What follows belongs to an exercise in optimizing a design on an open flow for small area, a short achievable clock period and few clock cycles per item; a production flow would make more cautious choices.
Only simulation tests tie the RTL to the original design; equivalence was not proved.

## flow/config.mk

```make
export PLATFORM = sky130hd
export DESIGN_NAME = angle_frame
export DESIGN_NICKNAME = angle_frame
export VERILOG_FILES = /design/flow/design.v
export SDC_FILE = /design/flow/constraint.sdc
export NUM_CORES = 8
export LEC_CHECK = 0
export CAP_MARGIN = 20
export CORE_MARGIN = 2
export CORE_UTILIZATION = 40
export CTS_BUF_LIST = sky130_fd_sc_hd__clkbuf_16
export CTS_CLUSTER_DIAMETER = 80
export CTS_CLUSTER_SIZE = 24
export SETUP_SLACK_MARGIN = 4.7
export SLEW_MARGIN = 20
export SYNTH_MEMORY_MAX_BITS = 65536
export TNS_END_PERCENT = 10
```

## flow/constraint.sdc

```tcl
create_clock -name core_clock -period 8.0 [get_ports {clk}]
set_input_delay 1.6000 -clock core_clock [delete_from_list [all_inputs] [get_ports {clk}]]
set_output_delay 1.6000 -clock core_clock [all_outputs]
set_load 0.01 [all_outputs]
```

## flow/design.v

```verilog
module atang(
	input             clk,
	input             load,       
	input      [11:0] x,
	input      [11:0] y,
	output     [31:0] z,
	output            done        
    );
	reg  [32:0] xr;              
	reg  [34:0] rr;              
	reg  [31:0] zr;
	reg  [31:1] t;               
	reg  [16:0] oh;              
	reg         dn;              
	wire d = rr[34];             
	wire dx = ~dn;
	reg  [29:0] a;
	wire [29:0] anext = ({30{oh[0]}} & 30'h1C128E80) |
	                    ({30{oh[1]}} & 30'h0E400224) |
	                    ({30{oh[2]}} & 30'h0727154C) |
	                    ({30{oh[3]}} & 30'h03946F29) |
	                    ({30{oh[4]}} & 30'h01CA5435) |
	                    ({30{oh[5]}} & 30'h00E52D8D) |
	                    ({30{oh[6]}} & 30'h007296C6) |
	                    ({30{~t[7]}} & {1'b0, a[29:1]});
	wire [32:0] xmask;
	assign xmask[0] = 1'b0;
	assign xmask[1] = t[1];
	assign xmask[2] = t[2];
	assign xmask[3] = t[3];
	assign xmask[4] = t[4];
	assign xmask[5] = t[5];
	assign xmask[6] = t[6];
	assign xmask[7] = t[7];
	assign xmask[8] = t[8];
	assign xmask[9] = t[9];
	assign xmask[10] = t[10];
	assign xmask[11] = t[11];
	assign xmask[12] = t[12];
	assign xmask[13] = t[13];
	assign xmask[14] = t[14];
	assign xmask[15] = t[15];
	assign xmask[16] = t[16];
	assign xmask[17] = t[17];
	assign xmask[18] = t[18];
	assign xmask[19] = t[19];
	assign xmask[20] = t[20];
	assign xmask[21] = t[21];
	assign xmask[22] = t[22];
	assign xmask[23] = t[23];
	assign xmask[24] = t[24];
	assign xmask[25] = t[25];
	assign xmask[26] = t[26];
	assign xmask[27] = t[27];
	assign xmask[28] = t[28];
	assign xmask[29] = t[29];
	assign xmask[30] = t[30];
	assign xmask[32:31] = 2'b11;
	wire [32:0] xm = xr & xmask;
	wire [32:0] ysh;
	assign ysh[0] = (oh[0] & rr[1]) | (oh[1] & rr[3]) | (oh[2] & rr[5]) | (oh[3] & rr[7]) | (oh[4] & rr[9]) | (oh[5] & rr[11]) | (oh[6] & rr[13]) | (oh[7] & rr[15]) | (oh[8] & rr[17]) | (oh[9] & rr[19]) | (oh[10] & rr[21]) | (oh[11] & rr[23]) | (oh[12] & rr[25]) | (oh[13] & rr[27]) | (oh[14] & rr[29]) | (oh[15] & rr[31]) | (oh[16] & rr[33]) | (rr[34] & ~t[17]);
	assign ysh[1] = (oh[0] & rr[2]) | (oh[1] & rr[4]) | (oh[2] & rr[6]) | (oh[3] & rr[8]) | (oh[4] & rr[10]) | (oh[5] & rr[12]) | (oh[6] & rr[14]) | (oh[7] & rr[16]) | (oh[8] & rr[18]) | (oh[9] & rr[20]) | (oh[10] & rr[22]) | (oh[11] & rr[24]) | (oh[12] & rr[26]) | (oh[13] & rr[28]) | (oh[14] & rr[30]) | (oh[15] & rr[32]) | (rr[34] & ~t[16]);
	assign ysh[2] = (oh[0] & rr[3]) | (oh[1] & rr[5]) | (oh[2] & rr[7]) | (oh[3] & rr[9]) | (oh[4] & rr[11]) | (oh[5] & rr[13]) | (oh[6] & rr[15]) | (oh[7] & rr[17]) | (oh[8] & rr[19]) | (oh[9] & rr[21]) | (oh[10] & rr[23]) | (oh[11] & rr[25]) | (oh[12] & rr[27]) | (oh[13] & rr[29]) | (oh[14] & rr[31]) | (oh[15] & rr[33]) | (rr[34] & ~t[16]);
	assign ysh[3] = (oh[0] & rr[4]) | (oh[1] & rr[6]) | (oh[2] & rr[8]) | (oh[3] & rr[10]) | (oh[4] & rr[12]) | (oh[5] & rr[14]) | (oh[6] & rr[16]) | (oh[7] & rr[18]) | (oh[8] & rr[20]) | (oh[9] & rr[22]) | (oh[10] & rr[24]) | (oh[11] & rr[26]) | (oh[12] & rr[28]) | (oh[13] & rr[30]) | (oh[14] & rr[32]) | (rr[34] & ~t[15]);
	assign ysh[4] = (oh[0] & rr[5]) | (oh[1] & rr[7]) | (oh[2] & rr[9]) | (oh[3] & rr[11]) | (oh[4] & rr[13]) | (oh[5] & rr[15]) | (oh[6] & rr[17]) | (oh[7] & rr[19]) | (oh[8] & rr[21]) | (oh[9] & rr[23]) | (oh[10] & rr[25]) | (oh[11] & rr[27]) | (oh[12] & rr[29]) | (oh[13] & rr[31]) | (oh[14] & rr[33]) | (rr[34] & ~t[15]);
	assign ysh[5] = (oh[0] & rr[6]) | (oh[1] & rr[8]) | (oh[2] & rr[10]) | (oh[3] & rr[12]) | (oh[4] & rr[14]) | (oh[5] & rr[16]) | (oh[6] & rr[18]) | (oh[7] & rr[20]) | (oh[8] & rr[22]) | (oh[9] & rr[24]) | (oh[10] & rr[26]) | (oh[11] & rr[28]) | (oh[12] & rr[30]) | (oh[13] & rr[32]) | (rr[34] & ~t[14]);
	assign ysh[6] = (oh[0] & rr[7]) | (oh[1] & rr[9]) | (oh[2] & rr[11]) | (oh[3] & rr[13]) | (oh[4] & rr[15]) | (oh[5] & rr[17]) | (oh[6] & rr[19]) | (oh[7] & rr[21]) | (oh[8] & rr[23]) | (oh[9] & rr[25]) | (oh[10] & rr[27]) | (oh[11] & rr[29]) | (oh[12] & rr[31]) | (oh[13] & rr[33]) | (rr[34] & ~t[14]);
	assign ysh[7] = (oh[0] & rr[8]) | (oh[1] & rr[10]) | (oh[2] & rr[12]) | (oh[3] & rr[14]) | (oh[4] & rr[16]) | (oh[5] & rr[18]) | (oh[6] & rr[20]) | (oh[7] & rr[22]) | (oh[8] & rr[24]) | (oh[9] & rr[26]) | (oh[10] & rr[28]) | (oh[11] & rr[30]) | (oh[12] & rr[32]) | (rr[34] & ~t[13]);
	assign ysh[8] = (oh[0] & rr[9]) | (oh[1] & rr[11]) | (oh[2] & rr[13]) | (oh[3] & rr[15]) | (oh[4] & rr[17]) | (oh[5] & rr[19]) | (oh[6] & rr[21]) | (oh[7] & rr[23]) | (oh[8] & rr[25]) | (oh[9] & rr[27]) | (oh[10] & rr[29]) | (oh[11] & rr[31]) | (oh[12] & rr[33]) | (rr[34] & ~t[13]);
	assign ysh[9] = (oh[0] & rr[10]) | (oh[1] & rr[12]) | (oh[2] & rr[14]) | (oh[3] & rr[16]) | (oh[4] & rr[18]) | (oh[5] & rr[20]) | (oh[6] & rr[22]) | (oh[7] & rr[24]) | (oh[8] & rr[26]) | (oh[9] & rr[28]) | (oh[10] & rr[30]) | (oh[11] & rr[32]) | (rr[34] & ~t[12]);
	assign ysh[10] = (oh[0] & rr[11]) | (oh[1] & rr[13]) | (oh[2] & rr[15]) | (oh[3] & rr[17]) | (oh[4] & rr[19]) | (oh[5] & rr[21]) | (oh[6] & rr[23]) | (oh[7] & rr[25]) | (oh[8] & rr[27]) | (oh[9] & rr[29]) | (oh[10] & rr[31]) | (oh[11] & rr[33]) | (rr[34] & ~t[12]);
	assign ysh[11] = (oh[0] & rr[12]) | (oh[1] & rr[14]) | (oh[2] & rr[16]) | (oh[3] & rr[18]) | (oh[4] & rr[20]) | (oh[5] & rr[22]) | (oh[6] & rr[24]) | (oh[7] & rr[26]) | (oh[8] & rr[28]) | (oh[9] & rr[30]) | (oh[10] & rr[32]) | (rr[34] & ~t[11]);
	assign ysh[12] = (oh[0] & rr[13]) | (oh[1] & rr[15]) | (oh[2] & rr[17]) | (oh[3] & rr[19]) | (oh[4] & rr[21]) | (oh[5] & rr[23]) | (oh[6] & rr[25]) | (oh[7] & rr[27]) | (oh[8] & rr[29]) | (oh[9] & rr[31]) | (oh[10] & rr[33]) | (rr[34] & ~t[11]);
	assign ysh[13] = (oh[0] & rr[14]) | (oh[1] & rr[16]) | (oh[2] & rr[18]) | (oh[3] & rr[20]) | (oh[4] & rr[22]) | (oh[5] & rr[24]) | (oh[6] & rr[26]) | (oh[7] & rr[28]) | (oh[8] & rr[30]) | (oh[9] & rr[32]) | (rr[34] & ~t[10]);
	assign ysh[14] = (oh[0] & rr[15]) | (oh[1] & rr[17]) | (oh[2] & rr[19]) | (oh[3] & rr[21]) | (oh[4] & rr[23]) | (oh[5] & rr[25]) | (oh[6] & rr[27]) | (oh[7] & rr[29]) | (oh[8] & rr[31]) | (oh[9] & rr[33]) | (rr[34] & ~t[10]);
	assign ysh[15] = (oh[0] & rr[16]) | (oh[1] & rr[18]) | (oh[2] & rr[20]) | (oh[3] & rr[22]) | (oh[4] & rr[24]) | (oh[5] & rr[26]) | (oh[6] & rr[28]) | (oh[7] & rr[30]) | (oh[8] & rr[32]) | (rr[34] & ~t[9]);
	assign ysh[16] = (oh[0] & rr[17]) | (oh[1] & rr[19]) | (oh[2] & rr[21]) | (oh[3] & rr[23]) | (oh[4] & rr[25]) | (oh[5] & rr[27]) | (oh[6] & rr[29]) | (oh[7] & rr[31]) | (oh[8] & rr[33]) | (rr[34] & ~t[9]);
	assign ysh[17] = (oh[0] & rr[18]) | (oh[1] & rr[20]) | (oh[2] & rr[22]) | (oh[3] & rr[24]) | (oh[4] & rr[26]) | (oh[5] & rr[28]) | (oh[6] & rr[30]) | (oh[7] & rr[32]) | (rr[34] & ~t[8]);
	assign ysh[18] = (oh[0] & rr[19]) | (oh[1] & rr[21]) | (oh[2] & rr[23]) | (oh[3] & rr[25]) | (oh[4] & rr[27]) | (oh[5] & rr[29]) | (oh[6] & rr[31]) | (oh[7] & rr[33]) | (rr[34] & ~t[8]);
	assign ysh[19] = (oh[0] & rr[20]) | (oh[1] & rr[22]) | (oh[2] & rr[24]) | (oh[3] & rr[26]) | (oh[4] & rr[28]) | (oh[5] & rr[30]) | (oh[6] & rr[32]) | (rr[34] & ~t[7]);
	assign ysh[20] = (oh[0] & rr[21]) | (oh[1] & rr[23]) | (oh[2] & rr[25]) | (oh[3] & rr[27]) | (oh[4] & rr[29]) | (oh[5] & rr[31]) | (oh[6] & rr[33]) | (rr[34] & ~t[7]);
	assign ysh[21] = (oh[0] & rr[22]) | (oh[1] & rr[24]) | (oh[2] & rr[26]) | (oh[3] & rr[28]) | (oh[4] & rr[30]) | (oh[5] & rr[32]) | (rr[34] & ~t[6]);
	assign ysh[22] = (oh[0] & rr[23]) | (oh[1] & rr[25]) | (oh[2] & rr[27]) | (oh[3] & rr[29]) | (oh[4] & rr[31]) | (oh[5] & rr[33]) | (rr[34] & ~t[6]);
	assign ysh[23] = (oh[0] & rr[24]) | (oh[1] & rr[26]) | (oh[2] & rr[28]) | (oh[3] & rr[30]) | (oh[4] & rr[32]) | (rr[34] & ~t[5]);
	assign ysh[24] = (oh[0] & rr[25]) | (oh[1] & rr[27]) | (oh[2] & rr[29]) | (oh[3] & rr[31]) | (oh[4] & rr[33]) | (rr[34] & ~t[5]);
	assign ysh[25] = (oh[0] & rr[26]) | (oh[1] & rr[28]) | (oh[2] & rr[30]) | (oh[3] & rr[32]) | (rr[34] & ~t[4]);
	assign ysh[26] = (oh[0] & rr[27]) | (oh[1] & rr[29]) | (oh[2] & rr[31]) | (oh[3] & rr[33]) | (rr[34] & ~t[4]);
	assign ysh[27] = (oh[0] & rr[28]) | (oh[1] & rr[30]) | (oh[2] & rr[32]) | (rr[34] & ~t[3]);
	assign ysh[28] = (oh[0] & rr[29]) | (oh[1] & rr[31]) | (oh[2] & rr[33]) | (rr[34] & ~t[3]);
	assign ysh[29] = (oh[0] & rr[30]) | (oh[1] & rr[32]) | (rr[34] & ~t[2]);
	assign ysh[30] = (oh[0] & rr[31]) | (oh[1] & rr[33]) | (rr[34] & ~t[2]);
	assign ysh[31] = (oh[0] & rr[32]) | (rr[34] & ~t[1]);
	assign ysh[32] = (oh[0] & rr[33]) | (rr[34] & ~t[1]);
	wire [34:0] rnext;
	wire [32:0] xnext;
	wire [31:0] znext;
	add35 radd(.a({rr[33:0], 1'b0}), .b({2'b00, xm} ^ {35{~d}}), .ci(~d), .s(rnext));
	add33 xadd(.a(xr), .b(ysh ^ {33{dx}}), .ci(dx), .s(xnext));
	add32 zadd(.a(zr), .b({2'b00, a} ^ {32{dx}}), .ci(dx), .s(znext));
	wire [12:0] xy_sum, xy_dif;
	add13 sadd(.a({1'b0, x}), .b({1'b0, y}), .ci(1'b0), .s(xy_sum));
	add13 dadd(.a({1'b0, y}), .b(~{1'b0, x}), .ci(1'b1), .s(xy_dif));
	always @(posedge clk) begin
		t <= load ? 31'h7fffffff : {t[30:1], 1'b0};
		oh <= load ? 17'd1 : {oh[15:0], 1'b0};
		a <= load ? 30'h35214E63 : anext;
		dn <= load ? ~xy_dif[12] : ~rnext[34];
		if (load) begin
			xr <= {1'b0, xy_sum, 19'b0};
			rr <= {{3{xy_dif[12]}}, xy_dif, 19'b0};
			zr <= 32'h5A000000;
		end else begin
			xr <= xnext;
			rr <= rnext;
			zr <= znext;
		end
	end
	wire [14:0] zl = zr[14:0] ^ {15{dn}};
	assign done = ~|a[29:14] & (zl >= {a[13:0], 1'b0});
	assign z = zr;
endmodule
module add35(input [34:0] a, input [34:0] b, input ci, output [34:0] s);
	wire [34:0] p0 = a ^ b;
	wire [34:0] g0 = a & b;
	wire gc0 = g0[0] | (p0[0] & ci);
	wire gn1 = g0[1] | (p0[1] & gc0);
	wire gn2 = g0[3] | (p0[3] & g0[2]);
	wire pn2 = p0[3] & p0[2];
	wire gn3 = g0[5] | (p0[5] & g0[4]);
	wire pn3 = p0[5] & p0[4];
	wire gn4 = g0[7] | (p0[7] & g0[6]);
	wire pn4 = p0[7] & p0[6];
	wire gn5 = g0[9] | (p0[9] & g0[8]);
	wire pn5 = p0[9] & p0[8];
	wire gn6 = g0[11] | (p0[11] & g0[10]);
	wire pn6 = p0[11] & p0[10];
	wire gn7 = g0[13] | (p0[13] & g0[12]);
	wire pn7 = p0[13] & p0[12];
	wire gn8 = g0[15] | (p0[15] & g0[14]);
	wire pn8 = p0[15] & p0[14];
	wire gn9 = g0[17] | (p0[17] & g0[16]);
	wire pn9 = p0[17] & p0[16];
	wire gn10 = g0[19] | (p0[19] & g0[18]);
	wire pn10 = p0[19] & p0[18];
	wire gn11 = g0[21] | (p0[21] & g0[20]);
	wire pn11 = p0[21] & p0[20];
	wire gn12 = g0[23] | (p0[23] & g0[22]);
	wire pn12 = p0[23] & p0[22];
	wire gn13 = g0[25] | (p0[25] & g0[24]);
	wire pn13 = p0[25] & p0[24];
	wire gn14 = g0[27] | (p0[27] & g0[26]);
	wire pn14 = p0[27] & p0[26];
	wire gn15 = g0[29] | (p0[29] & g0[28]);
	wire pn15 = p0[29] & p0[28];
	wire gn16 = g0[31] | (p0[31] & g0[30]);
	wire pn16 = p0[31] & p0[30];
	wire gn17 = g0[33] | (p0[33] & g0[32]);
	wire pn17 = p0[33] & p0[32];
	wire gn18 = g0[2] | (p0[2] & gn1);
	wire gn19 = gn2 | (pn2 & gn1);
	wire gn20 = g0[6] | (p0[6] & gn3);
	wire pn20 = p0[6] & pn3;
	wire gn21 = gn4 | (pn4 & gn3);
	wire pn21 = pn4 & pn3;
	wire gn22 = g0[10] | (p0[10] & gn5);
	wire pn22 = p0[10] & pn5;
	wire gn23 = gn6 | (pn6 & gn5);
	wire pn23 = pn6 & pn5;
	wire gn24 = g0[14] | (p0[14] & gn7);
	wire pn24 = p0[14] & pn7;
	wire gn25 = gn8 | (pn8 & gn7);
	wire pn25 = pn8 & pn7;
	wire gn26 = g0[18] | (p0[18] & gn9);
	wire pn26 = p0[18] & pn9;
	wire gn27 = gn10 | (pn10 & gn9);
	wire pn27 = pn10 & pn9;
	wire gn28 = g0[22] | (p0[22] & gn11);
	wire pn28 = p0[22] & pn11;
	wire gn29 = gn12 | (pn12 & gn11);
	wire pn29 = pn12 & pn11;
	wire gn30 = g0[26] | (p0[26] & gn13);
	wire pn30 = p0[26] & pn13;
	wire gn31 = gn14 | (pn14 & gn13);
	wire pn31 = pn14 & pn13;
	wire gn32 = g0[30] | (p0[30] & gn15);
	wire pn32 = p0[30] & pn15;
	wire gn33 = gn16 | (pn16 & gn15);
	wire pn33 = pn16 & pn15;
	wire gn34 = g0[34] | (p0[34] & gn17);
	wire pn34 = p0[34] & pn17;
	wire gn35 = g0[4] | (p0[4] & gn19);
	wire gn36 = gn3 | (pn3 & gn19);
	wire gn37 = gn20 | (pn20 & gn19);
	wire gn38 = gn21 | (pn21 & gn19);
	wire gn39 = g0[12] | (p0[12] & gn23);
	wire pn39 = p0[12] & pn23;
	wire gn40 = gn7 | (pn7 & gn23);
	wire pn40 = pn7 & pn23;
	wire gn41 = gn24 | (pn24 & gn23);
	wire pn41 = pn24 & pn23;
	wire gn42 = gn25 | (pn25 & gn23);
	wire pn42 = pn25 & pn23;
	wire gn43 = g0[20] | (p0[20] & gn27);
	wire pn43 = p0[20] & pn27;
	wire gn44 = gn11 | (pn11 & gn27);
	wire pn44 = pn11 & pn27;
	wire gn45 = gn28 | (pn28 & gn27);
	wire pn45 = pn28 & pn27;
	wire gn46 = gn29 | (pn29 & gn27);
	wire pn46 = pn29 & pn27;
	wire gn47 = g0[28] | (p0[28] & gn31);
	wire pn47 = p0[28] & pn31;
	wire gn48 = gn15 | (pn15 & gn31);
	wire pn48 = pn15 & pn31;
	wire gn49 = gn32 | (pn32 & gn31);
	wire pn49 = pn32 & pn31;
	wire gn50 = gn33 | (pn33 & gn31);
	wire pn50 = pn33 & pn31;
	wire gn51 = g0[8] | (p0[8] & gn38);
	wire gn52 = gn5 | (pn5 & gn38);
	wire gn53 = gn22 | (pn22 & gn38);
	wire gn54 = gn23 | (pn23 & gn38);
	wire gn55 = gn39 | (pn39 & gn38);
	wire gn56 = gn40 | (pn40 & gn38);
	wire gn57 = gn41 | (pn41 & gn38);
	wire gn58 = gn42 | (pn42 & gn38);
	wire gn59 = g0[24] | (p0[24] & gn46);
	wire pn59 = p0[24] & pn46;
	wire gn60 = gn13 | (pn13 & gn46);
	wire pn60 = pn13 & pn46;
	wire gn61 = gn30 | (pn30 & gn46);
	wire pn61 = pn30 & pn46;
	wire gn62 = gn31 | (pn31 & gn46);
	wire pn62 = pn31 & pn46;
	wire gn63 = gn47 | (pn47 & gn46);
	wire pn63 = pn47 & pn46;
	wire gn64 = gn48 | (pn48 & gn46);
	wire pn64 = pn48 & pn46;
	wire gn65 = gn49 | (pn49 & gn46);
	wire pn65 = pn49 & pn46;
	wire gn66 = gn50 | (pn50 & gn46);
	wire pn66 = pn50 & pn46;
	wire gn67 = g0[16] | (p0[16] & gn58);
	wire gn68 = gn9 | (pn9 & gn58);
	wire gn69 = gn26 | (pn26 & gn58);
	wire gn70 = gn27 | (pn27 & gn58);
	wire gn71 = gn43 | (pn43 & gn58);
	wire gn72 = gn44 | (pn44 & gn58);
	wire gn73 = gn45 | (pn45 & gn58);
	wire gn74 = gn46 | (pn46 & gn58);
	wire gn75 = gn59 | (pn59 & gn58);
	wire gn76 = gn60 | (pn60 & gn58);
	wire gn77 = gn61 | (pn61 & gn58);
	wire gn78 = gn62 | (pn62 & gn58);
	wire gn79 = gn63 | (pn63 & gn58);
	wire gn80 = gn64 | (pn64 & gn58);
	wire gn81 = gn65 | (pn65 & gn58);
	wire gn82 = gn66 | (pn66 & gn58);
	wire gn83 = g0[32] | (p0[32] & gn82);
	wire gn84 = gn17 | (pn17 & gn82);
	wire gn85 = gn34 | (pn34 & gn82);
	wire [34:0] c;
	assign c[0] = ci;
	assign c[1] = gc0;
	assign c[2] = gn1;
	assign c[3] = gn18;
	assign c[4] = gn19;
	assign c[5] = gn35;
	assign c[6] = gn36;
	assign c[7] = gn37;
	assign c[8] = gn38;
	assign c[9] = gn51;
	assign c[10] = gn52;
	assign c[11] = gn53;
	assign c[12] = gn54;
	assign c[13] = gn55;
	assign c[14] = gn56;
	assign c[15] = gn57;
	assign c[16] = gn58;
	assign c[17] = gn67;
	assign c[18] = gn68;
	assign c[19] = gn69;
	assign c[20] = gn70;
	assign c[21] = gn71;
	assign c[22] = gn72;
	assign c[23] = gn73;
	assign c[24] = gn74;
	assign c[25] = gn75;
	assign c[26] = gn76;
	assign c[27] = gn77;
	assign c[28] = gn78;
	assign c[29] = gn79;
	assign c[30] = gn80;
	assign c[31] = gn81;
	assign c[32] = gn82;
	assign c[33] = gn83;
	assign c[34] = gn84;
	assign s = p0 ^ c;
endmodule
module add33(input [32:0] a, input [32:0] b, input ci, output [32:0] s);
	wire [32:0] p0 = a ^ b;
	wire [32:0] g0 = a & b;
	wire gc0 = g0[0] | (p0[0] & ci);
	wire gn1 = g0[1] | (p0[1] & gc0);
	wire gn2 = g0[3] | (p0[3] & g0[2]);
	wire pn2 = p0[3] & p0[2];
	wire gn3 = g0[5] | (p0[5] & g0[4]);
	wire pn3 = p0[5] & p0[4];
	wire gn4 = g0[7] | (p0[7] & g0[6]);
	wire pn4 = p0[7] & p0[6];
	wire gn5 = g0[9] | (p0[9] & g0[8]);
	wire pn5 = p0[9] & p0[8];
	wire gn6 = g0[11] | (p0[11] & g0[10]);
	wire pn6 = p0[11] & p0[10];
	wire gn7 = g0[13] | (p0[13] & g0[12]);
	wire pn7 = p0[13] & p0[12];
	wire gn8 = g0[15] | (p0[15] & g0[14]);
	wire pn8 = p0[15] & p0[14];
	wire gn9 = g0[17] | (p0[17] & g0[16]);
	wire pn9 = p0[17] & p0[16];
	wire gn10 = g0[19] | (p0[19] & g0[18]);
	wire pn10 = p0[19] & p0[18];
	wire gn11 = g0[21] | (p0[21] & g0[20]);
	wire pn11 = p0[21] & p0[20];
	wire gn12 = g0[23] | (p0[23] & g0[22]);
	wire pn12 = p0[23] & p0[22];
	wire gn13 = g0[25] | (p0[25] & g0[24]);
	wire pn13 = p0[25] & p0[24];
	wire gn14 = g0[27] | (p0[27] & g0[26]);
	wire pn14 = p0[27] & p0[26];
	wire gn15 = g0[29] | (p0[29] & g0[28]);
	wire pn15 = p0[29] & p0[28];
	wire gn16 = g0[31] | (p0[31] & g0[30]);
	wire pn16 = p0[31] & p0[30];
	wire gn17 = g0[2] | (p0[2] & gn1);
	wire gn18 = gn2 | (pn2 & gn1);
	wire gn19 = g0[6] | (p0[6] & gn3);
	wire pn19 = p0[6] & pn3;
	wire gn20 = gn4 | (pn4 & gn3);
	wire pn20 = pn4 & pn3;
	wire gn21 = g0[10] | (p0[10] & gn5);
	wire pn21 = p0[10] & pn5;
	wire gn22 = gn6 | (pn6 & gn5);
	wire pn22 = pn6 & pn5;
	wire gn23 = g0[14] | (p0[14] & gn7);
	wire pn23 = p0[14] & pn7;
	wire gn24 = gn8 | (pn8 & gn7);
	wire pn24 = pn8 & pn7;
	wire gn25 = g0[18] | (p0[18] & gn9);
	wire pn25 = p0[18] & pn9;
	wire gn26 = gn10 | (pn10 & gn9);
	wire pn26 = pn10 & pn9;
	wire gn27 = g0[22] | (p0[22] & gn11);
	wire pn27 = p0[22] & pn11;
	wire gn28 = gn12 | (pn12 & gn11);
	wire pn28 = pn12 & pn11;
	wire gn29 = g0[26] | (p0[26] & gn13);
	wire pn29 = p0[26] & pn13;
	wire gn30 = gn14 | (pn14 & gn13);
	wire pn30 = pn14 & pn13;
	wire gn31 = g0[30] | (p0[30] & gn15);
	wire pn31 = p0[30] & pn15;
	wire gn32 = gn16 | (pn16 & gn15);
	wire pn32 = pn16 & pn15;
	wire gn33 = g0[4] | (p0[4] & gn18);
	wire gn34 = gn3 | (pn3 & gn18);
	wire gn35 = gn19 | (pn19 & gn18);
	wire gn36 = gn20 | (pn20 & gn18);
	wire gn37 = g0[12] | (p0[12] & gn22);
	wire pn37 = p0[12] & pn22;
	wire gn38 = gn7 | (pn7 & gn22);
	wire pn38 = pn7 & pn22;
	wire gn39 = gn23 | (pn23 & gn22);
	wire pn39 = pn23 & pn22;
	wire gn40 = gn24 | (pn24 & gn22);
	wire pn40 = pn24 & pn22;
	wire gn41 = g0[20] | (p0[20] & gn26);
	wire pn41 = p0[20] & pn26;
	wire gn42 = gn11 | (pn11 & gn26);
	wire pn42 = pn11 & pn26;
	wire gn43 = gn27 | (pn27 & gn26);
	wire pn43 = pn27 & pn26;
	wire gn44 = gn28 | (pn28 & gn26);
	wire pn44 = pn28 & pn26;
	wire gn45 = g0[28] | (p0[28] & gn30);
	wire pn45 = p0[28] & pn30;
	wire gn46 = gn15 | (pn15 & gn30);
	wire pn46 = pn15 & pn30;
	wire gn47 = gn31 | (pn31 & gn30);
	wire pn47 = pn31 & pn30;
	wire gn48 = gn32 | (pn32 & gn30);
	wire pn48 = pn32 & pn30;
	wire gn49 = g0[8] | (p0[8] & gn36);
	wire gn50 = gn5 | (pn5 & gn36);
	wire gn51 = gn21 | (pn21 & gn36);
	wire gn52 = gn22 | (pn22 & gn36);
	wire gn53 = gn37 | (pn37 & gn36);
	wire gn54 = gn38 | (pn38 & gn36);
	wire gn55 = gn39 | (pn39 & gn36);
	wire gn56 = gn40 | (pn40 & gn36);
	wire gn57 = g0[24] | (p0[24] & gn44);
	wire pn57 = p0[24] & pn44;
	wire gn58 = gn13 | (pn13 & gn44);
	wire pn58 = pn13 & pn44;
	wire gn59 = gn29 | (pn29 & gn44);
	wire pn59 = pn29 & pn44;
	wire gn60 = gn30 | (pn30 & gn44);
	wire pn60 = pn30 & pn44;
	wire gn61 = gn45 | (pn45 & gn44);
	wire pn61 = pn45 & pn44;
	wire gn62 = gn46 | (pn46 & gn44);
	wire pn62 = pn46 & pn44;
	wire gn63 = gn47 | (pn47 & gn44);
	wire pn63 = pn47 & pn44;
	wire gn64 = gn48 | (pn48 & gn44);
	wire pn64 = pn48 & pn44;
	wire gn65 = g0[16] | (p0[16] & gn56);
	wire gn66 = gn9 | (pn9 & gn56);
	wire gn67 = gn25 | (pn25 & gn56);
	wire gn68 = gn26 | (pn26 & gn56);
	wire gn69 = gn41 | (pn41 & gn56);
	wire gn70 = gn42 | (pn42 & gn56);
	wire gn71 = gn43 | (pn43 & gn56);
	wire gn72 = gn44 | (pn44 & gn56);
	wire gn73 = gn57 | (pn57 & gn56);
	wire gn74 = gn58 | (pn58 & gn56);
	wire gn75 = gn59 | (pn59 & gn56);
	wire gn76 = gn60 | (pn60 & gn56);
	wire gn77 = gn61 | (pn61 & gn56);
	wire gn78 = gn62 | (pn62 & gn56);
	wire gn79 = gn63 | (pn63 & gn56);
	wire gn80 = gn64 | (pn64 & gn56);
	wire gn81 = g0[32] | (p0[32] & gn80);
	wire [32:0] c;
	assign c[0] = ci;
	assign c[1] = gc0;
	assign c[2] = gn1;
	assign c[3] = gn17;
	assign c[4] = gn18;
	assign c[5] = gn33;
	assign c[6] = gn34;
	assign c[7] = gn35;
	assign c[8] = gn36;
	assign c[9] = gn49;
	assign c[10] = gn50;
	assign c[11] = gn51;
	assign c[12] = gn52;
	assign c[13] = gn53;
	assign c[14] = gn54;
	assign c[15] = gn55;
	assign c[16] = gn56;
	assign c[17] = gn65;
	assign c[18] = gn66;
	assign c[19] = gn67;
	assign c[20] = gn68;
	assign c[21] = gn69;
	assign c[22] = gn70;
	assign c[23] = gn71;
	assign c[24] = gn72;
	assign c[25] = gn73;
	assign c[26] = gn74;
	assign c[27] = gn75;
	assign c[28] = gn76;
	assign c[29] = gn77;
	assign c[30] = gn78;
	assign c[31] = gn79;
	assign c[32] = gn80;
	assign s = p0 ^ c;
endmodule
module add32(input [31:0] a, input [31:0] b, input ci, output [31:0] s);
	wire [31:0] p0 = a ^ b;
	wire [31:0] g0 = a & b;
	wire gc0 = g0[0] | (p0[0] & ci);
	wire gn1 = g0[1] | (p0[1] & gc0);
	wire gn2 = g0[3] | (p0[3] & g0[2]);
	wire pn2 = p0[3] & p0[2];
	wire gn3 = g0[5] | (p0[5] & g0[4]);
	wire pn3 = p0[5] & p0[4];
	wire gn4 = g0[7] | (p0[7] & g0[6]);
	wire pn4 = p0[7] & p0[6];
	wire gn5 = g0[9] | (p0[9] & g0[8]);
	wire pn5 = p0[9] & p0[8];
	wire gn6 = g0[11] | (p0[11] & g0[10]);
	wire pn6 = p0[11] & p0[10];
	wire gn7 = g0[13] | (p0[13] & g0[12]);
	wire pn7 = p0[13] & p0[12];
	wire gn8 = g0[15] | (p0[15] & g0[14]);
	wire pn8 = p0[15] & p0[14];
	wire gn9 = g0[17] | (p0[17] & g0[16]);
	wire pn9 = p0[17] & p0[16];
	wire gn10 = g0[19] | (p0[19] & g0[18]);
	wire pn10 = p0[19] & p0[18];
	wire gn11 = g0[21] | (p0[21] & g0[20]);
	wire pn11 = p0[21] & p0[20];
	wire gn12 = g0[23] | (p0[23] & g0[22]);
	wire pn12 = p0[23] & p0[22];
	wire gn13 = g0[25] | (p0[25] & g0[24]);
	wire pn13 = p0[25] & p0[24];
	wire gn14 = g0[27] | (p0[27] & g0[26]);
	wire pn14 = p0[27] & p0[26];
	wire gn15 = g0[29] | (p0[29] & g0[28]);
	wire pn15 = p0[29] & p0[28];
	wire gn16 = g0[31] | (p0[31] & g0[30]);
	wire pn16 = p0[31] & p0[30];
	wire gn17 = g0[2] | (p0[2] & gn1);
	wire gn18 = gn2 | (pn2 & gn1);
	wire gn19 = g0[6] | (p0[6] & gn3);
	wire pn19 = p0[6] & pn3;
	wire gn20 = gn4 | (pn4 & gn3);
	wire pn20 = pn4 & pn3;
	wire gn21 = g0[10] | (p0[10] & gn5);
	wire pn21 = p0[10] & pn5;
	wire gn22 = gn6 | (pn6 & gn5);
	wire pn22 = pn6 & pn5;
	wire gn23 = g0[14] | (p0[14] & gn7);
	wire pn23 = p0[14] & pn7;
	wire gn24 = gn8 | (pn8 & gn7);
	wire pn24 = pn8 & pn7;
	wire gn25 = g0[18] | (p0[18] & gn9);
	wire pn25 = p0[18] & pn9;
	wire gn26 = gn10 | (pn10 & gn9);
	wire pn26 = pn10 & pn9;
	wire gn27 = g0[22] | (p0[22] & gn11);
	wire pn27 = p0[22] & pn11;
	wire gn28 = gn12 | (pn12 & gn11);
	wire pn28 = pn12 & pn11;
	wire gn29 = g0[26] | (p0[26] & gn13);
	wire pn29 = p0[26] & pn13;
	wire gn30 = gn14 | (pn14 & gn13);
	wire pn30 = pn14 & pn13;
	wire gn31 = g0[30] | (p0[30] & gn15);
	wire pn31 = p0[30] & pn15;
	wire gn32 = gn16 | (pn16 & gn15);
	wire pn32 = pn16 & pn15;
	wire gn33 = g0[4] | (p0[4] & gn18);
	wire gn34 = gn3 | (pn3 & gn18);
	wire gn35 = gn19 | (pn19 & gn18);
	wire gn36 = gn20 | (pn20 & gn18);
	wire gn37 = g0[12] | (p0[12] & gn22);
	wire pn37 = p0[12] & pn22;
	wire gn38 = gn7 | (pn7 & gn22);
	wire pn38 = pn7 & pn22;
	wire gn39 = gn23 | (pn23 & gn22);
	wire pn39 = pn23 & pn22;
	wire gn40 = gn24 | (pn24 & gn22);
	wire pn40 = pn24 & pn22;
	wire gn41 = g0[20] | (p0[20] & gn26);
	wire pn41 = p0[20] & pn26;
	wire gn42 = gn11 | (pn11 & gn26);
	wire pn42 = pn11 & pn26;
	wire gn43 = gn27 | (pn27 & gn26);
	wire pn43 = pn27 & pn26;
	wire gn44 = gn28 | (pn28 & gn26);
	wire pn44 = pn28 & pn26;
	wire gn45 = g0[28] | (p0[28] & gn30);
	wire pn45 = p0[28] & pn30;
	wire gn46 = gn15 | (pn15 & gn30);
	wire pn46 = pn15 & pn30;
	wire gn47 = gn31 | (pn31 & gn30);
	wire pn47 = pn31 & pn30;
	wire gn48 = gn32 | (pn32 & gn30);
	wire pn48 = pn32 & pn30;
	wire gn49 = g0[8] | (p0[8] & gn36);
	wire gn50 = gn5 | (pn5 & gn36);
	wire gn51 = gn21 | (pn21 & gn36);
	wire gn52 = gn22 | (pn22 & gn36);
	wire gn53 = gn37 | (pn37 & gn36);
	wire gn54 = gn38 | (pn38 & gn36);
	wire gn55 = gn39 | (pn39 & gn36);
	wire gn56 = gn40 | (pn40 & gn36);
	wire gn57 = g0[24] | (p0[24] & gn44);
	wire pn57 = p0[24] & pn44;
	wire gn58 = gn13 | (pn13 & gn44);
	wire pn58 = pn13 & pn44;
	wire gn59 = gn29 | (pn29 & gn44);
	wire pn59 = pn29 & pn44;
	wire gn60 = gn30 | (pn30 & gn44);
	wire pn60 = pn30 & pn44;
	wire gn61 = gn45 | (pn45 & gn44);
	wire pn61 = pn45 & pn44;
	wire gn62 = gn46 | (pn46 & gn44);
	wire pn62 = pn46 & pn44;
	wire gn63 = gn47 | (pn47 & gn44);
	wire pn63 = pn47 & pn44;
	wire gn64 = gn48 | (pn48 & gn44);
	wire pn64 = pn48 & pn44;
	wire gn65 = g0[16] | (p0[16] & gn56);
	wire gn66 = gn9 | (pn9 & gn56);
	wire gn67 = gn25 | (pn25 & gn56);
	wire gn68 = gn26 | (pn26 & gn56);
	wire gn69 = gn41 | (pn41 & gn56);
	wire gn70 = gn42 | (pn42 & gn56);
	wire gn71 = gn43 | (pn43 & gn56);
	wire gn72 = gn44 | (pn44 & gn56);
	wire gn73 = gn57 | (pn57 & gn56);
	wire gn74 = gn58 | (pn58 & gn56);
	wire gn75 = gn59 | (pn59 & gn56);
	wire gn76 = gn60 | (pn60 & gn56);
	wire gn77 = gn61 | (pn61 & gn56);
	wire gn78 = gn62 | (pn62 & gn56);
	wire gn79 = gn63 | (pn63 & gn56);
	wire gn80 = gn64 | (pn64 & gn56);
	wire [31:0] c;
	assign c[0] = ci;
	assign c[1] = gc0;
	assign c[2] = gn1;
	assign c[3] = gn17;
	assign c[4] = gn18;
	assign c[5] = gn33;
	assign c[6] = gn34;
	assign c[7] = gn35;
	assign c[8] = gn36;
	assign c[9] = gn49;
	assign c[10] = gn50;
	assign c[11] = gn51;
	assign c[12] = gn52;
	assign c[13] = gn53;
	assign c[14] = gn54;
	assign c[15] = gn55;
	assign c[16] = gn56;
	assign c[17] = gn65;
	assign c[18] = gn66;
	assign c[19] = gn67;
	assign c[20] = gn68;
	assign c[21] = gn69;
	assign c[22] = gn70;
	assign c[23] = gn71;
	assign c[24] = gn72;
	assign c[25] = gn73;
	assign c[26] = gn74;
	assign c[27] = gn75;
	assign c[28] = gn76;
	assign c[29] = gn77;
	assign c[30] = gn78;
	assign c[31] = gn79;
	assign s = p0 ^ c;
endmodule
module add13(input [12:0] a, input [12:0] b, input ci, output [12:0] s);
	wire [12:0] p0 = a ^ b;
	wire [12:0] g0 = a & b;
	wire gc0 = g0[0] | (p0[0] & ci);
	wire gn1 = g0[1] | (p0[1] & gc0);
	wire gn2 = g0[3] | (p0[3] & g0[2]);
	wire pn2 = p0[3] & p0[2];
	wire gn3 = g0[5] | (p0[5] & g0[4]);
	wire pn3 = p0[5] & p0[4];
	wire gn4 = g0[7] | (p0[7] & g0[6]);
	wire pn4 = p0[7] & p0[6];
	wire gn5 = g0[9] | (p0[9] & g0[8]);
	wire pn5 = p0[9] & p0[8];
	wire gn6 = g0[11] | (p0[11] & g0[10]);
	wire pn6 = p0[11] & p0[10];
	wire gn7 = g0[2] | (p0[2] & gn1);
	wire gn8 = gn2 | (pn2 & gn1);
	wire gn9 = g0[6] | (p0[6] & gn3);
	wire pn9 = p0[6] & pn3;
	wire gn10 = gn4 | (pn4 & gn3);
	wire pn10 = pn4 & pn3;
	wire gn11 = g0[10] | (p0[10] & gn5);
	wire pn11 = p0[10] & pn5;
	wire gn12 = gn6 | (pn6 & gn5);
	wire pn12 = pn6 & pn5;
	wire gn13 = g0[4] | (p0[4] & gn8);
	wire gn14 = gn3 | (pn3 & gn8);
	wire gn15 = gn9 | (pn9 & gn8);
	wire gn16 = gn10 | (pn10 & gn8);
	wire gn17 = g0[12] | (p0[12] & gn12);
	wire pn17 = p0[12] & pn12;
	wire gn18 = g0[8] | (p0[8] & gn16);
	wire gn19 = gn5 | (pn5 & gn16);
	wire gn20 = gn11 | (pn11 & gn16);
	wire gn21 = gn12 | (pn12 & gn16);
	wire gn22 = gn17 | (pn17 & gn16);
	wire [12:0] c;
	assign c[0] = ci;
	assign c[1] = gc0;
	assign c[2] = gn1;
	assign c[3] = gn7;
	assign c[4] = gn8;
	assign c[5] = gn13;
	assign c[6] = gn14;
	assign c[7] = gn15;
	assign c[8] = gn16;
	assign c[9] = gn18;
	assign c[10] = gn19;
	assign c[11] = gn20;
	assign c[12] = gn21;
	assign s = p0 ^ c;
endmodule
module conv_dec_ascii(
	input  [16:0] d_in,
	output [20:0] digits     
    );
	wire [6:0] i = d_in[16:10];
	wire [9:0] f = d_in[9:0];
	wire [13:0] m1 = {1'b0, f, 3'b0} + {3'b0, f, 1'b0};
	wire [13:0] m2 = {1'b0, m1[9:0], 3'b0} + {3'b0, m1[9:0], 1'b0};
	wire [13:0] m3 = {1'b0, m2[9:0], 3'b0} + {3'b0, m2[9:0], 1'b0};
	wire [3:0] qh = m1[13:10];
	wire [3:0] qt = m2[13:10];
	wire [3:0] qo = m3[13:10];
	wire [3:0] it = (i >= 7'd120) ? 4'd12 : (i >= 7'd110) ? 4'd11 : (i >= 7'd100) ? 4'd10 :
	                (i >= 7'd90) ? 4'd9 : (i >= 7'd80) ? 4'd8 : (i >= 7'd70) ? 4'd7 :
	                (i >= 7'd60) ? 4'd6 : (i >= 7'd50) ? 4'd5 : (i >= 7'd40) ? 4'd4 :
	                (i >= 7'd30) ? 4'd3 : (i >= 7'd20) ? 4'd2 : (i >= 7'd10) ? 4'd1 : 4'd0;
	wire [6:0] io = i - {it, 3'b0} - {2'b0, it, 1'b0};
	wire       ih = it[3] & (it[2] | it[1]);
	wire [8:0] ti = {ih, ih ? it - 4'd10 : it, io[3:0]};
	assign digits = {ti, qh, qt, qo};
endmodule
module CRC(
	input  [20:0] digits,    
	output [7:0]  crc
    );
	function [7:0] crc8;
		input [47:0] m;
		integer k;
		reg [7:0] c;
		reg fb;
		begin
			c = 8'h80;
			for (k = 47; k >= 0; k = k - 1) begin
				fb = c[7] ^ m[k];
				c = {c[6:0], 1'b0} ^ (fb ? 8'h31 : 8'h00);
			end
			crc8 = c;
		end
	endfunction
	wire [47:0] text = {7'b0011000, digits[20], 4'h3, digits[19:16], 4'h3, digits[15:12],
	                    4'h3, digits[11:8], 4'h3, digits[7:4], 4'h3, digits[3:0]};
	assign crc = crc8(text);
endmodule
module angle_frame(
	input clk,
	input rst,
	input start,
	input [11:0] x,
	input [11:0] y,
	output [55:0] frame,
	output frame_valid
    );
	reg        busy;
	reg        valid;
	reg  [20:0] dig;
	reg  [7:0]  crc_hi;          
	wire [31:0] z;
	wire [20:0] dig_next;
	wire [7:0]  crc_hi_next, crc_lo, crc_0;
	wire        done;
	atang Arctg_alg(.clk(clk), .load(start), .x(x), .y(y), .z(z), .done(done));
	conv_dec_ascii Conversie(.d_in(z[31:15]), .digits(dig_next));
	CRC crc_a(.digits({dig_next[20:4], 4'd0}), .crc(crc_hi_next));
	CRC crc_b(.digits({17'd0, dig[3:0]}), .crc(crc_lo));
	CRC crc_c(.digits(21'd0), .crc(crc_0));
	wire last = done;
	always @(posedge clk) begin
		dig <= dig_next;
		crc_hi <= crc_hi_next;
		if (rst) begin
			busy  <= 1'b0;
			valid <= 1'b0;
		end else begin
			busy  <= start | (busy & ~last);
			valid <= busy & last;
		end
	end
	assign frame = {7'b0011000, dig[20], 4'h3, dig[19:16], 4'h3, dig[15:12],
	                4'h3, dig[11:8], 4'h3, dig[7:4], 4'h3, dig[3:0],
	                crc_hi ^ crc_lo ^ crc_0};
	assign frame_valid = valid;
endmodule
```

## flow/flow/run.sh

```bash
#!/bin/bash
# Layout flow: the standard synthesis, then the combinational logic
# (everything but the flip-flops, which keep their names and cells) is
# re-mapped by ABC with an area-recovering script; then the standard
# layout from the netlist, with sky130_fd_sc_hd__buf_2 port buffers.
# Every tool's output goes to a log file in this folder.
set -euo pipefail
bash standard.sh synth > flow_synth.log 2>&1
R=orfs/results/sky130hd/angle_frame/base
cp $R/1_2_yosys.v $R/1_2_yosys_standard.v
LIB=$FLOW_HOME/platforms/sky130hd/lib/sky130_fd_sc_hd__tt_025C_1v80.lib
sed -e "s#@IN@#$R/1_2_yosys_standard.v#" -e "s#@OUT@#$R/1_2_yosys.v#" \
    -e "s#@LIB@#$LIB#g" -e "s#@ABC@#flow/resynth.abc#" flow/resynth.ys > resynth.ys
yosys -l yosys_resynth.log -q resynth.ys > /dev/null 2>&1
bash standard.sh BUFFER_PORTS_ARGS="-buffer_cell sky130_fd_sc_hd__buf_2" finish > flow_finish.log 2>&1
```

## flow/flow/resynth.abc

```
strash
dch
map -B 0.2
topo
stime -c
upsize -c
dnsize -c
```

## flow/flow/resynth.ys

```
read_liberty -overwrite -ignore_miss_func @LIB@
read_verilog -overwrite @IN@
hierarchy -top angle_frame
setattr -mod -set keep_hierarchy 1 sky130_fd_sc_hd__df*
flatten
opt_clean
abc -script @ABC@ -liberty @LIB@ -dont_use sky130_fd_sc_hd__lpflow_bleeder_1 -dont_use sky130_fd_sc_hd__lpflow_clkbufkapwr_1 -dont_use sky130_fd_sc_hd__lpflow_clkbufkapwr_16 -dont_use sky130_fd_sc_hd__lpflow_clkbufkapwr_2 -dont_use sky130_fd_sc_hd__lpflow_clkbufkapwr_4 -dont_use sky130_fd_sc_hd__lpflow_clkbufkapwr_8 -dont_use sky130_fd_sc_hd__lpflow_clkinvkapwr_1 -dont_use sky130_fd_sc_hd__lpflow_clkinvkapwr_16 -dont_use sky130_fd_sc_hd__lpflow_clkinvkapwr_2 -dont_use sky130_fd_sc_hd__lpflow_clkinvkapwr_4 -dont_use sky130_fd_sc_hd__lpflow_clkinvkapwr_8 -dont_use sky130_fd_sc_hd__lpflow_decapkapwr_12 -dont_use sky130_fd_sc_hd__lpflow_decapkapwr_3 -dont_use sky130_fd_sc_hd__lpflow_decapkapwr_4 -dont_use sky130_fd_sc_hd__lpflow_decapkapwr_6 -dont_use sky130_fd_sc_hd__lpflow_decapkapwr_8 -dont_use sky130_fd_sc_hd__lpflow_inputiso0n_1 -dont_use sky130_fd_sc_hd__lpflow_inputiso0p_1 -dont_use sky130_fd_sc_hd__lpflow_inputiso1n_1 -dont_use sky130_fd_sc_hd__lpflow_inputiso1p_1 -dont_use sky130_fd_sc_hd__lpflow_inputisolatch_1 -dont_use sky130_fd_sc_hd__lpflow_isobufsrc_1 -dont_use sky130_fd_sc_hd__lpflow_isobufsrc_16 -dont_use sky130_fd_sc_hd__lpflow_isobufsrc_2 -dont_use sky130_fd_sc_hd__lpflow_isobufsrc_4 -dont_use sky130_fd_sc_hd__lpflow_isobufsrc_8 -dont_use sky130_fd_sc_hd__lpflow_isobufsrckapwr_16 -dont_use sky130_fd_sc_hd__lpflow_lsbuf_lh_hl_isowell_tap_1 -dont_use sky130_fd_sc_hd__lpflow_lsbuf_lh_hl_isowell_tap_2 -dont_use sky130_fd_sc_hd__lpflow_lsbuf_lh_hl_isowell_tap_4 -dont_use sky130_fd_sc_hd__lpflow_lsbuf_lh_isowell_4 -dont_use sky130_fd_sc_hd__lpflow_lsbuf_lh_isowell_tap_1 -dont_use sky130_fd_sc_hd__lpflow_lsbuf_lh_isowell_tap_2 -dont_use sky130_fd_sc_hd__lpflow_lsbuf_lh_isowell_tap_4 -dont_use sky130_fd_sc_hd__probe_p_8 -dont_use sky130_fd_sc_hd__probec_p_8 
opt_clean -purge
hilomap -singleton -hicell sky130_fd_sc_hd__conb_1 HI -locell sky130_fd_sc_hd__conb_1 LO
setundef -zero
splitnets
opt_clean -purge
stat -liberty @LIB@
delete =sky130_fd_sc_hd__*
write_verilog -noattr -noexpr -nohex -nodec @OUT@
```

## flow/standard.sh

```bash
#!/bin/bash
# synth_recipe.tcl (not shown) runs the flow's synth.tcl, then flattens the netlist and writes it again
# the make line also repeats each setting of config.mk as NAME=value (left out here)
make -C /OpenROAD-flow-scripts/flow DESIGN_CONFIG=/design/flow/config.mk WORK_HOME=/design/flow/orfs CLKGATE_MAP_FILE= SYNTH_SCRIPT=/design/flow/synth_recipe.tcl "${@:-finish}"
```

==> impl_metrics.yaml, run 1 <==
cts:
  cts_tree: "done"
  numCtsBuffers: 18
  clock_path_buffers: 3
  clk_latency_ps: 540
  cts_sinks: 207
  postCtsHoldBufs: 0
  clockRootBuffer: "clkbuf_16"
  cts_htree_levels: 1
  clk_pin_slew_ps: 80
floorplan:
  rows: 72
  ios: 84
  die_h_microns: 203
  die_width_microns: 203
  dieArea_sq_um: 41200
  coreArea_sq_um: 38900
  start_util_pct: 40.7
global_route:
  grtUsageTotal_pct: 24.9
  grt_overflow: 0
  busiest_layer: "met2"
  grt_antenna_before_repair: 0
  grt_first_pass_wirelength_microns: 83300
  use_met3_pct: 3.19
  grt_pass1_vias: 16100
  grt_max_degree: 97
  use_met2_pct: 43.1
  use_met1_pct: 31.1
drt:
  wl_per_cell_microns: 16.9
  drtIter0Drc: 1323
  drtPass1Iterations: 7
  avgViaCountPerCell: 5.45
  routed_wl_microns: 53100
  drtAntennaViolNets: 0
  vias: 17200
  drcViolationCount: 0
sta:
  maxSlewViolCount: 0
  slew_headroom_pct: 45.9
  timing.final.hold_violations: 0
  setup_tns_ps: 0
  max_freq_ghz: 0.301
  worst_slew_pin_slew_ps: 811
  whs_ps: 440
  setup_violations: 0
  timing.clock.skew_ps: 17.9
  rsz0062_at_grt: "yes"
  fin_crit_sh_pct: 41.5
  fin_crit_ps: 3320
critical_path:
  critPathKind: "in2reg"
  rr_worst_depth: 16
  arrival_ps: 3740
  crit_required_ps: 8420
  cp-start-kind: "input pin"
  cp_max_fo: 4
  worstSetupEndpointType: "flop"
cells_and_area:
  drive_gt1_share_pct: 14.7
  layout.cells.non_filler: 3147
  final_core_util_pct: 47.0
  area_growth_pct: 15.4
  multi_input_area_sq_um: 10800
  fillerInstances: 4054
  final_cell_mix: "630 x nand2_1, 288 x nor2_1, 249 x clkinv_1"
  antenna_cells: 0
  final_common_cell: "nand2_1"
  nNetsFinal: 2644
  seq_area_sq_um: 4210
synthesis:
  avgSynthCellArea_sq_um: 6.41
  yosys_warnings: 3
  synth_area_sq_um: 15900
  syn_inst: 2473
hold_path:
  hp-class: "reg2reg"
  hold_path_depth: 1
place:
  dpl.hpwl_microns: 37200
  numPortBuffers: 56
  gp_congestion: 0.969
  dp_cells: 3078
job:
  maxCapViolations: 0
status:
  status: "finished clean"
## per-layer routing
| metal | part of all wire (%) | vias to the layer above | wire length (microns) |
|---|---|---|---|
| met3 | 6.4 | 173 | 3410 |
| met2 | 46 | 584 | 24400 |
| met1 | 43 | 7788 | 22700 |
| met4 | 5.0 | 0 | 2660 |
| li1 | - | 8610 | - |
| met5 | 0 | - | 0 |
## critical path: stages
cell and delay [ps]:
buf_6 100, clkinv_1 80, nor2_2 100, o21ai_2 90, a21oi_2 150, nand2_1 110, buf_4 150, buf_4 120
buf_4 120, buf_4 120, buf_4 120, buf_4 120, buf_4 120, buf_4 120, buf_4 120, buf_4 120
buf_4 120, nand2_1 60, o22ai_1 100
## repair_timing
| action | in CTS | in global routing |
|---|---|---|
| gates resized for setup | 37 | 84 |
| setup endpoints to repair | 62 | 53 |
| gates cloned | 0 | 3 |
| pin swaps | 18 | 28 |
| setup buffers | 20 | 14 |
## area by class of cell
cell class / count / share of cell area [%]
clock buffers: 19 / 2.60
clock inverters: 13 / 0.917
inverters: 295 / 6.56
multi-input cells: 1995 / 59.2
flip-flops and latches: 207 / 23.0
well taps: 518 / 3.54
repair buffers: 100 / 4.12
## registers in the layout (all words and copies together), names as in the netlist
signal        count
Arctg_alg.zr     32
Arctg_alg.rr     34
Arctg_alg.xr     33
dig              21
valid             1
crc_hi            8
Arctg_alg.dn      1
Arctg_alg.oh     16
busy              1
Arctg_alg.a      30
Arctg_alg.t      30
## final timing paths
check | start | to | slack (ps)
worst max-delay path | y[1] | Arctg_alg.rr[22] | 4680
worst min-delay path | Arctg_alg.t[27] | Arctg_alg.t[28] | 440
worst max register to register | Arctg_alg.rr[22] | Arctg_alg.xr[30] | 4880
worst min register to register | Arctg_alg.t[27] | Arctg_alg.t[28] | 440
## stage by stage
stage | worst slack (ps) | area [sq um]
finish | 4680 | 18300
global route | 4580 | 18300
CTS | 4670 | 17900
detailed placement | 3920 | 16900
global placement | 4000 | 16900
floorplan | 4470 | 16000
Testbench counts, summed over its fixed seeds: cycles 159,356, frames 8,000.
==> inputs of run 2 (changes only) <==
==> flow/flow/resynth.abc (replaced) <==
strash
dch
map -B 0.2
topo
dnsize
--- a/flow/config.mk
+++ b/flow/config.mk
@@ -14,4 +14,3 @@
 export SETUP_SLACK_MARGIN = 4.7
 export SLEW_MARGIN = 20
 export SYNTH_MEMORY_MAX_BITS = 65536
-export TNS_END_PERCENT = 10
==> impl_metrics.yaml, run 2 <==
status:
  status: "finished clean"
cells_and_area:
  area_growth_pct: 18.1
  layout.cells.non_filler: 3138
  drive_gt1_share_pct: 13.5
  final_cell_mix: "647 x nand2_1, 293 x nor2_1, 263 x clkinv_1"
  final_common_cell: "nand2_1"
  antenna_cells: 0
  top_register: "Arctg_alg.rr"
  largest_reg_flops: 34
  nNetsFinal: 2644
  top_regs: "Arctg_alg.rr: 34 flops, Arctg_alg.xr: 33 flops, Arctg_alg.zr: 32 flops"
drt:
  drtPass1Iterations: 6
  drcViolationCount: 0
  wl_per_cell_microns: 17.0
  vias: 17300
  drtIter0Drc: 1576
  drtAntennaViolNets: 0
  routed_wl_microns: 53400
  avgViaCountPerCell: 5.52
cts:
  postCtsHoldBufs: 0
  numCtsBuffers: 19
  cts_htree_levels: 1
  clk_pin_slew_ps: 80
  cts_sinks: 207
  clockRootBuffer: "clkbuf_16"
  clock_path_buffers: 3
  cts_tree: "done"
  clk_latency_ps: 540
hold_path:
  hold_path_depth: 1
  hp-class: "reg2reg"
place:
  dpl.hpwl_microns: 37400
  gp_congestion: 0.975
  numPortBuffers: 56
  dp_cells: 3069
critical_path:
  cp-start-kind: "flop"
  arrival_ps: 1610
  cp_max_fo: 4
  rr_worst_depth: 17
  critPathKind: "reg2out"
  crit_required_ps: 6400
  worstSetupEndpointType: "primary output"
sta:
  max_freq_ghz: 0.312
  rsz0062_at_grt: "yes"
  setup_violations: 0
  timing.clock.skew_ps: 30.7
  fin_crit_sh_pct: 40.1
  maxSlewViolCount: 0
  slew_headroom_pct: 48.9
  worst_slew_pin_slew_ps: 766
  fin_crit_ps: 3210
  setup_tns_ps: 0
  timing.final.hold_violations: 0
global_route:
  grt_overflow: 0
  use_met3_pct: 4.05
  grtUsageTotal_pct: 26.0
  busiest_layer: "met2"
  grt_max_degree: 66
  grt_pass1_vias: 16000
  grt_first_pass_wirelength_microns: 82700
  grt_antenna_before_repair: 0
  use_met2_pct: 43.7
  use_met1_pct: 33.1
synthesis:
  synth_area_sq_um: 15300
  yosys_warnings: 3
  avgSynthCellArea_sq_um: 6.19
  syn_inst: 2473
floorplan:
  die_width_microns: 200
  rows: 71
  start_util_pct: 40.6
  ios: 84
  coreArea_sq_um: 37700
  die_h_microns: 200
  dieArea_sq_um: 39800
job:
  maxCapViolations: 0
run 2: worst paths after layout:
check | startpoint | slack, ps | to
setup / recovery | dig[3] | 4790 | frame[4]
hold / removal | Arctg_alg.t[18] | 430 | Arctg_alg.t[19]
setup reg to reg | Arctg_alg.rr[34] | 4800 | Arctg_alg.xr[10]
hold reg to reg | Arctg_alg.t[18] | 430 | Arctg_alg.t[19]
run 2: cell type report:
cell class,instances,area (sq um)
fillers,3964,19600
multi-input cells,1995,10600
flip-flops and latches,207,4250
inverters,295,1220
repair buffers,99,734
well taps,511,639
clock buffers,19,475
clock inverters,12,140
run 2: layer usage:
| layer | up-vias | share of wire [%] | wire length (microns) |
|---|---|---|---|
| li1 | 8611 | - | - |
| met1 | 7861 | 43 | 22900 |
| met2 | 660 | 45 | 24200 |
| met3 | 193 | 6.9 | 3680 |
| met4 | 0 | 4.9 | 2620 |
| met5 | - | 0 | 0 |
run 2: metrics by stage:
stage,hold WS [ps],instance area [sq um],util (%),worst slack (ps)
detailed placement,423,16500,43.7,3390
finish,434,18100,48.0,4790
global placement,417,16500,43.7,3550
global route,458,18100,48.0,4630
floorplan,415,15500,-,4630
CTS,432,17500,46.5,4670
run 2: repair_timing:
action                                  CTS  global route
resized for setup                        98           120
gates cloned                              1             1
pin swaps                                18            30
setup buffers                            20            16
endpoints found under the setup margin   88            46
run 2: worst max-delay path, stage by stage, from the launching register on:
cell	delay, ps
dfxtp_1	380
xnor2_2	370
xnor2_1	170
buf_2	150
==> inputs of run 3 (changes only) <==
==> flow/flow/resynth.abc (replaced) <==
strash
dch
map -B 0.2
topo
stime -c
upsize -c
dnsize -c
--- a/flow/config.mk
+++ b/flow/config.mk
@@ -8,9 +8,6 @@
 export CAP_MARGIN = 20
 export CORE_MARGIN = 2
 export CORE_UTILIZATION = 40
-export CTS_BUF_LIST = sky130_fd_sc_hd__clkbuf_16
-export CTS_CLUSTER_DIAMETER = 80
-export CTS_CLUSTER_SIZE = 24
 export SETUP_SLACK_MARGIN = 4.7
 export SLEW_MARGIN = 20
 export SYNTH_MEMORY_MAX_BITS = 65536
==> impl_metrics.yaml, run 3 <==
status:
  status: "finished clean"
sta:
  setup_ws_ps: 4830
  maxSlewViolCount: 0
  max_freq_ghz: 0.315
  setup_tns_ps: 0
  fin_crit_sh_pct: 39.6
  setup_violations: 0
  timing.final.hold_violations: 0
  rsz0062_at_grt: "yes"
  worst_slew_pin_slew_ps: 864
  fin_crit_ps: 3170
  timing.clock.skew_ps: 8.70
  slew_headroom_pct: 42.4
critical_path:
  slowest_delay_ps: 370
  cp-start-kind: "flop"
  cp_max_fo: 4
  critPathKind: "reg2out"
  crit_path_cell_trace: "xnor2_2 -> xnor2_1 -> buf_2"
  crit_buf_inv: 1
  critical_path.top_delay_family: "XOR/XNOR gates"
  crit_path_top_delay_cell: "dfxtp_1"
  crit_required_ps: 6400
  worstSetupEndpointType: "primary output"
  arrival_ps: 1570
cts:
  cts_sinks: 207
  clk_latency_ps: 550
  numCtsBuffers: 26
  cts_tree: "done"
  postCtsHoldBufs: 0
  clock_path_buffers: 3
  clockRootBuffer: "clkbuf_16"
  cts_htree_levels: 1
  clk_pin_slew_ps: 60
synthesis:
  yosys_warnings: 3
  synth_area_sq_um: 15900
  avgSynthCellArea_sq_um: 6.41
  syn_inst: 2473
place:
  dp_slack_ps: 3900
  placed_area_sq_um: 17000
  numPortBuffers: 56
  gp_congestion: 0.982
  dpl.hpwl_microns: 37700
drt:
  wl_per_cell_microns: 16.6
  drtAntennaViolNets: 0
  drtIter0Drc: 1164
  vias: 17300
  routed_wl_microns: 52400
  avgViaCountPerCell: 5.48
  drtPass1Iterations: 6
  drcViolationCount: 0
cells_and_area:
  top_register: "Arctg_alg.rr"
  largest_reg_flops: 34
  final_cell_mix: "629 x nand2_1, 289 x nor2_1, 244 x clkinv_1"
  fin_area_sq_um: 18500
  final_common_cell: "nand2_1"
  drive_gt1_share_pct: 14.9
  fillerInstances: 4053
  area_growth_pct: 16.4
  antenna_cells: 0
  final_core_util_pct: 47.4
  nNetsFinal: 2643
  top_regs: "Arctg_alg.rr: 34 flops, Arctg_alg.xr: 33 flops, Arctg_alg.zr: 32 flops"
floorplan:
  start_util_pct: 40.7
  dieArea_sq_um: 41200
  coreArea_sq_um: 38900
  rows: 72
  die_h_microns: 203
  die_width_microns: 203
  ios: 84
global_route:
  grt_pass1_vias: 16400
  grt_first_pass_wirelength_microns: 84000
  grt_max_degree: 97
  grt_antenna_before_repair: 1
  grtUsageTotal_pct: 25.1
  grt_overflow: 0
job:
  maxCapViolations: 0
hold_path:
  hp-class: "reg2reg"
==> run 3: cell count changes in the layout (fill, tap and decap cells not counted), moves of 8 or more <==
| cell | change |
|---|---|
| dfxtp_4 | -8 |
| buf_4 | -10 |
| or2_2 | -8 |
| nand3_2 | +11 |
| o21ai_1 | +10 |
| dfxtp_1 | +8 |
| nand3_1 | -14 |
| nand2_2 | +15 |
| clkinv_1 | -19 |
| inv_2 | +25 |
| nand2_1 | -18 |
| o21ai_0 | -10 |
==> run 3: timing repair <==
action	CTS	global route
setup endpoints to repair	56	44
cloned	0	0
hold endpoints to repair	0	0
resized for setup	33	73
setup buffers	16	11
pin swaps	11	17
==> run 3: final timing paths <==
check                    from  cells after the start               end  slack, ps
max                    dig[3]                      3          frame[5]       4830
min           Arctg_alg.t[26]                      1   Arctg_alg.t[27]        440
max reg2reg  Arctg_alg.rr[18]                     15  Arctg_alg.xr[32]       4900
min reg2reg   Arctg_alg.t[26]                      1   Arctg_alg.t[27]        440
==> run 3: layout make-up <==
class | instances | area [sq um] | area share [%]
inverter | 295 | 1210 | 6.57
sequential | 207 | 4220 | 22.9
clock inverter | 13 | 161 | 0.875
timing repair buffer | 91 | 666 | 3.61
tap | 518 | 648 | 3.51
multi-input combinational | 1995 | 10800 | 58.6
clock buffer | 35 | 724 | 3.93
==> run 3: through the flow <==
stage	cells	hold WS (ps)
2_1_floorplan	2498	415
3_3_place_gp	3079	419
3_5_place_dp	3079	423
4_1_cts	3143	435
5_1_grt	3154	454
6_report	3154	437
==> run 3: per-layer routing <==
layer  global-route usage [%]  part of all wire, %  up-vias
li1                         -                    -     8615
met1                     30.3                   42     7878
met2                     44.4                   46      602
met3                     3.77                  6.5      186
met4                     10.1                  5.2        0
met5                        0                    0        -

[what the ideal ports hide]
No port has a modelled driver above. Below, the same layouts with a new extraction and two added sets of constraints.
Step 1: set_driving_cell puts a clkbuf_16 on clk and a buf_2 on each other input, an assumption about the parent block.
Step 2 times the ports against the registers' clock, not the clock port: input delays grow and output delays shrink by t, the midpoint of the rising clock arrivals with the driver on.
a / b / c = no drivers / after step 1 / after step 2; a / b = the first two.
| run | t (ns) | setup slack, ns | worst slew at a driven data input, ns |
|---|---|---|---|
| run 1 | 0.591 | 4.680 / 4.701 / 4.110 | 0.06 |
| run 2 | 0.585 | 4.794 / 4.738 / 4.262 | 0.04 |
| run 3 | 0.605 | 4.829 / 4.774 / 4.251 | 0.05 |
After both steps every run listed still meets setup and hold. For run 3, which loses most, drivers alone change the setup slack by -0.055 ns; drivers and shift together by -0.578 ns.
